What follows belongs to an exercise in optimizing a design on an open flow for small area, a short achievable clock period and few clock cycles per item; a production flow would make more cautious choices. Where RTL was checked, it was by simulation tests only, not by an equivalence proof against the original.

==> inputs of run P <==
==> flow/design.v (excerpt) <==
module lms_core #(
    parameter WIDTH = 16,
    parameter FRAC  = 8
)(
    input wire clk,
    input wire rst,
    input wire start,
    input wire signed [WIDTH-1:0] x_in,
    input wire signed [WIDTH-1:0] d_in,
    output wire signed [WIDTH-1:0] y_out,
    output wire signed [WIDTH-1:0] e_out,
    output reg done
);
==> flow/config.mk <==
export PLATFORM = sky130hd
export DESIGN_NAME = lms_core
export DESIGN_NICKNAME = lms_core
export VERILOG_FILES = /design/flow/design.v
export SDC_FILE = /design/flow/constraint.sdc
export NUM_CORES = 4
export LEC_CHECK = 0
export CAP_MARGIN = 20
export CORE_MARGIN = 2
export CORE_UTILIZATION = 40
export SETUP_SLACK_MARGIN = 2.5
export SLEW_MARGIN = 20
export SYNTH_HIERARCHICAL = 1
export SYNTH_MINIMUM_KEEP_SIZE = 0
==> flow/constraint.sdc <==
create_clock -name core_clock -period 8.0 [get_ports {clk}]
set_input_delay 1.6000 -clock core_clock [delete_from_list [all_inputs] [get_ports {clk}]]
set_output_delay 1.6000 -clock core_clock [all_outputs]
set_load 0.01 [all_outputs]
run.sh (not shown) runs the stock make flow with config.mk's settings and CLKGATE_MAP_FILE= SYNTH_SCRIPT=/design/flow/synth_recipe.tcl, a recipe that flattens the netlist after the stock synthesis.
==> run E: changes against run P <==
SETUP_SLACK_MARGIN = 3.0   (was 2.5)
==> run Z: changes against run P <==
CORE_UTILIZATION = 55   (was 40)
CTS_BUF_LIST = sky130_fd_sc_hd__clkbuf_4 sky130_fd_sc_hd__clkbuf_8   (was not set)
SETUP_SLACK_MARGIN = 2.75   (was 2.5)
TNS_END_PERCENT = 3   (was not set)
==> run F: changes against run P <==
CORE_UTILIZATION = 55   (was 40)
CTS_BUF_LIST = sky130_fd_sc_hd__clkbuf_4 sky130_fd_sc_hd__clkbuf_8   (was not set)
SETUP_SLACK_MARGIN = 2.75   (was 2.5)
==> comparison table <==
| quantity | run Z | run E | run F | run P |
|---|---|---|---|---|
| Core region area | 96400 um^2 | 133000 um^2 | 96400 um^2 | 133000 um^2 |
| Sum of buffers and inverters on the critical path | 0 | 0 | 2 | 0 |
| Detailed-placement wirelength estimate | 138 mm | 138 mm | 139 mm | 138 mm |
| Initial core utilization | 55.4% | 40.1% | 55.4% | 40.1% |
| Violation count after the first detailed-route iteration | 2970 | 3161 | 3367 | 3436 |
| Area of the die | 99600 um^2 | 136000 um^2 | 99600 um^2 | 136000 um^2 |
| Post-Place Setup Slack | 1550 ps | 1680 ps | 1690 ps | 1430 ps |
| Post-Route Hold Slack | 453 ps | 439 ps | 449 ps | 432 ps |
| Area post-placement | 54600 um^2 | 55300 um^2 | 54600 um^2 | 55200 um^2 |
| Sequential share of cell area | 15.6% | 14.7% | 15.3% | 15.3% |
| Wire length of the first global-routing pass | 256 mm | 262 mm | 257 mm | 262 mm |
| Layout filler cell count | 8480 | 12400 | 8377 | 12700 |
| Number of global-route vias before repair | 38900 | 39400 | 39200 | 38900 |
| Area Overhead vs Synth | 7.66% | 15.5% | 10.5% | 9.76% |
| Cell chosen for the clock root | clkbuf_8 | clkbuf_16 | clkbuf_8 | clkbuf_16 |
| Utilization after layout | 59.6% | 46.4% | 61.2% | 44.1% |
| Total clock buffers created by CTS | 83 | 51 | 84 | 53 |
| Outcome | no timing/DRC/antenna violations | no timing/DRC/antenna violations | no timing/DRC/antenna violations | no timing/DRC/antenna violations |
| Required @ worst endpoint | 8640 ps | 8540 ps | 8640 ps | 8540 ps |
| Antenna violations before repair | 6 | 6 | 3 | 5 |
| Multi-input logic area | 42700 um^2 | 44100 um^2 | 43200 um^2 | 42600 um^2 |
| Crit. path cell count | 11 | 14 | 13 | 14 |
| First-pass iteration count of the detailed router | 6 | 5 | 5 | 5 |
| Post-Route Skew | 59.4 ps | 33.5 ps | 63.6 ps | 22.6 ps |
Testbench counts of run P, summed over its fixed seeds: cycles 6,144, items 2,048.
Testbench counts of run E, summed over its fixed seeds: cycles 6,144, items 2,048.
Testbench counts of run Z, summed over its fixed seeds: cycles 6,144, items 2,048.
Testbench counts of run F, summed over its fixed seeds: cycles 6,144, items 2,048.

========
==> job 6226 <==
lms_core, a different RTL version from the one above (not shown whole).
make LEC_CHECK=0 CAP_MARGIN=20 CORE_MARGIN=2 CORE_UTILIZATION=55 CTS_BUF_LIST='sky130_fd_sc_hd__clkbuf_4 sky130_fd_sc_hd__clkbuf_8' SETUP_SLACK_MARGIN=3.0 SLEW_MARGIN=20 SYNTH_HIERARCHICAL=1 SYNTH_MINIMUM_KEEP_SIZE=0 finish   # period 8.0 ns
==> job 4315: changes against job 6226 <==
CORE_UTILIZATION = 40   (was 55)
CTS_BUF_LIST = not set   (was sky130_fd_sc_hd__clkbuf_4 sky130_fd_sc_hd__clkbuf_8)
==> job 164: changes against job 6226 <==
--- a/flow/design.v
+++ b/flow/design.v
@@ -16,10 +16,11 @@
     reg [15:0] u0, u1, u2, u3, v0, v1, v2, v3;    
     reg ph1, ph2;                                 
     reg [24:0] acc_a, acc_b;                      
     reg [7:1] sc_r;                               
     wire [7:1] sc_w;
+    reg [15:0] d_r;
     reg [15:0] w_r;                               
     reg [16:0] h_r;                               
     reg [16:0] q_r;                               
     wire [15:0] w_sum;
     wire [16:0] h_sum, q_sum;
@@ -2828,41 +2829,41 @@
     wire xas1690 = xax1587 ^ xag1665;
     wire xas1691 = xax1588 ^ xag1666;
     wire xas1692 = xax1589 ^ xag1667;
     wire xas1693 = xax1590 ^ xag1668;
     assign h_sum = {xas1693, xas1692, xas1691, xas1690, xas1689, xas1688, xas1687, xas1686, xas1685, xas1684, xas1683, xas1682, xas1681, xas1680, xas1679, xas1678, xas1677};
-    wire q_s1694 = 1'b1 ^ d_in[1];
-    wire q_c1694 = 1'b1 & d_in[1];
-    wire q_s1695 = d_in[2] ^ ~h_sum[3];
-    wire q_c1695 = d_in[2] & ~h_sum[3];
-    wire q_s1696 = d_in[3] ^ ~h_sum[4];
-    wire q_c1696 = d_in[3] & ~h_sum[4];
-    wire q_s1697 = d_in[4] ^ ~h_sum[5];
-    wire q_c1697 = d_in[4] & ~h_sum[5];
-    wire q_s1698 = d_in[5] ^ ~h_sum[6];
-    wire q_c1698 = d_in[5] & ~h_sum[6];
-    wire q_s1699 = d_in[6] ^ ~h_sum[7];
-    wire q_c1699 = d_in[6] & ~h_sum[7];
-    wire q_s1700 = d_in[7] ^ ~h_sum[8];
-    wire q_c1700 = d_in[7] & ~h_sum[8];
-    wire q_s1701 = d_in[8] ^ ~h_sum[9];
-    wire q_c1701 = d_in[8] & ~h_sum[9];
-    wire q_s1702 = d_in[9] ^ ~h_sum[10];
-    wire q_c1702 = d_in[9] & ~h_sum[10];
-    wire q_s1703 = d_in[10] ^ ~h_sum[11];
-    wire q_c1703 = d_in[10] & ~h_sum[11];
-    wire q_s1704 = d_in[11] ^ ~h_sum[12];
-    wire q_c1704 = d_in[11] & ~h_sum[12];
-    wire q_s1705 = d_in[12] ^ ~h_sum[13];
-    wire q_c1705 = d_in[12] & ~h_sum[13];
-    wire q_s1706 = d_in[13] ^ ~h_sum[14];
-    wire q_c1706 = d_in[13] & ~h_sum[14];
-    wire q_s1707 = d_in[14] ^ ~h_sum[15];
-    wire q_c1707 = d_in[14] & ~h_sum[15];
-    wire q_s1708 = d_in[15] ^ ~h_sum[16];
-    wire q_c1708 = d_in[15] & ~h_sum[16];
-    wire [16:0] qra = {q_c1707, q_c1706, q_c1705, q_c1704, q_c1703, q_c1702, q_c1701, q_c1700, q_c1699, q_c1698, q_c1697, q_c1696, q_c1695, q_c1694, q_s1694, d_in[0], ~h_sum[0]};
+    wire q_s1694 = 1'b1 ^ d_r[1];
+    wire q_c1694 = 1'b1 & d_r[1];
+    wire q_s1695 = d_r[2] ^ ~h_sum[3];
+    wire q_c1695 = d_r[2] & ~h_sum[3];
+    wire q_s1696 = d_r[3] ^ ~h_sum[4];
+    wire q_c1696 = d_r[3] & ~h_sum[4];
+    wire q_s1697 = d_r[4] ^ ~h_sum[5];
+    wire q_c1697 = d_r[4] & ~h_sum[5];
+    wire q_s1698 = d_r[5] ^ ~h_sum[6];
+    wire q_c1698 = d_r[5] & ~h_sum[6];
+    wire q_s1699 = d_r[6] ^ ~h_sum[7];
+    wire q_c1699 = d_r[6] & ~h_sum[7];
+    wire q_s1700 = d_r[7] ^ ~h_sum[8];
+    wire q_c1700 = d_r[7] & ~h_sum[8];
+    wire q_s1701 = d_r[8] ^ ~h_sum[9];
+    wire q_c1701 = d_r[8] & ~h_sum[9];
+    wire q_s1702 = d_r[9] ^ ~h_sum[10];
+    wire q_c1702 = d_r[9] & ~h_sum[10];
+    wire q_s1703 = d_r[10] ^ ~h_sum[11];
+    wire q_c1703 = d_r[10] & ~h_sum[11];
+    wire q_s1704 = d_r[11] ^ ~h_sum[12];
+    wire q_c1704 = d_r[11] & ~h_sum[12];
+    wire q_s1705 = d_r[12] ^ ~h_sum[13];
+    wire q_c1705 = d_r[12] & ~h_sum[13];
+    wire q_s1706 = d_r[13] ^ ~h_sum[14];
+    wire q_c1706 = d_r[13] & ~h_sum[14];
+    wire q_s1707 = d_r[14] ^ ~h_sum[15];
+    wire q_c1707 = d_r[14] & ~h_sum[15];
+    wire q_s1708 = d_r[15] ^ ~h_sum[16];
+    wire q_c1708 = d_r[15] & ~h_sum[16];
+    wire [16:0] qra = {q_c1707, q_c1706, q_c1705, q_c1704, q_c1703, q_c1702, q_c1701, q_c1700, q_c1699, q_c1698, q_c1697, q_c1696, q_c1695, q_c1694, q_s1694, d_r[0], ~h_sum[0]};
     wire [16:0] qrb = {q_s1708, q_s1707, q_s1706, q_s1705, q_s1704, q_s1703, q_s1702, q_s1701, q_s1700, q_s1699, q_s1698, q_s1697, q_s1696, q_s1695, ~h_sum[2], ~h_sum[1], 1'b0};
     wire qax1709 = qra[0] ^ qrb[0];
     wire qax1710 = qra[1] ^ qrb[1];
     wire qax1711 = qra[2] ^ qrb[2];
     wire qax1712 = qra[3] ^ qrb[3];
@@ -4272,10 +4273,11 @@
             u0 <= u0n; u1 <= u1n; u2 <= u2n; u3 <= u3n;
             v0 <= v0n; v1 <= v1n; v2 <= v2n; v3 <= v3n;
         end
     end
     always @(posedge clk) begin
+        if (start) d_r <= d_in;
         acc_a <= treea;
         acc_b <= treeb;
         w_r <= w_sum;
         sc_r <= sc_w;
         h_r <= h_sum;
SETUP_SLACK_MARGIN = 2.75   (was 3.0)
TNS_END_PERCENT = 10   (was not set)
==> out/summary.txt <==
# H-tree levels -> 3
Run status -> no timing/DRC/antenna violations
Area of the multi-input gates -> 43770 um^2
Crit-path max FO -> 16
Clock buffers and inverters, area share -> 3.647%
Critical path cell sequence -> xnor2_1, fa_1, fa_1, fa_1, fa_1, fa_1, fa_1, fa_1, fa_1
Met1 GRT Util -> 47.60%
(the above is from job 164)
==> out/summary.txt <==
Run status -> no timing/DRC/antenna violations
Crit-path max FO -> 8
CTS clk-pin slew, worst paths -> 60 ps
Number of buffers inserted by port buffering -> 67
Clock buffers and inverters, area share -> 3.168%
Met1 GRT Util -> 35.94%
Total area of sequential cells -> 9116 um^2
(the above is from job 4315)
==> out/summary.txt <==
Run status -> no timing/DRC/antenna violations
Clock buffers and inverters, area share -> 3.066%
Vias in the first global route -> 40211
Setup WS post-layout -> 2688 ps
# H-tree levels -> 3
Critical path cell sequence -> buf_12, buf_12, mux2i_2, xnor2_1, ha_2, fa_1, fa_2, fa_1, fa_2, fa_1, fa_2, fa_2, fa_2
Total area of sequential cells -> 9203 um^2
Tapcells -> 1287
(the above is from job 6226)
Testbench counts of job 6226, summed over its fixed seeds: cycles 6,144, items 2,048.
Testbench counts of job 4315, summed over its fixed seeds: cycles 6,144, items 2,048.
Only the layout flow was run in job 164; the RTL was not checked for function there.

-- afterwards: timing with drivers on the ports --
How much do the figures lean on ideal ports? The routed layouts below were timed once more, with nothing changed but the port constraints.
Step 1: set_driving_cell puts a clkbuf_16 on clk and a buf_2 on each other input, an assumption about the parent block.
Step 2 adds t to the input delays and takes it off the output delays; t is the mean of the earliest and latest rising clock arrival at the registers after step 1. Input paths then give back, and output paths get back, about the clock's delay inside the block.
Three values: no drivers, after step 1, after step 2; two values: the first two.
run	shift t [ns]	slack for setup (ns)	slew at the worst register clock pin (ns)	worst slew at a driven data input, ns
run P	0.736	2.509 / 2.509 / 2.509	0.07 / 0.07	0.05
run E	0.738	2.617 / 2.617 / 2.617	0.07 / 0.07	0.04
run Z	0.817	2.568 / 2.568 / 2.568	0.07 / 0.07	0.05
run F	0.821	2.666 / 2.666 / 2.666	0.09 / 0.09	0.05
job 6226	0.809	2.688 / 2.688 / 2.688	0.07 / 0.07	0.11
job 4315	0.746	2.589 / 2.589 / 2.589	0.07 / 0.07	0.09
job 164	0.824	2.589 / 2.589 / 2.589	0.07 / 0.07	0.13
After both steps setup and hold are still met in every run listed.
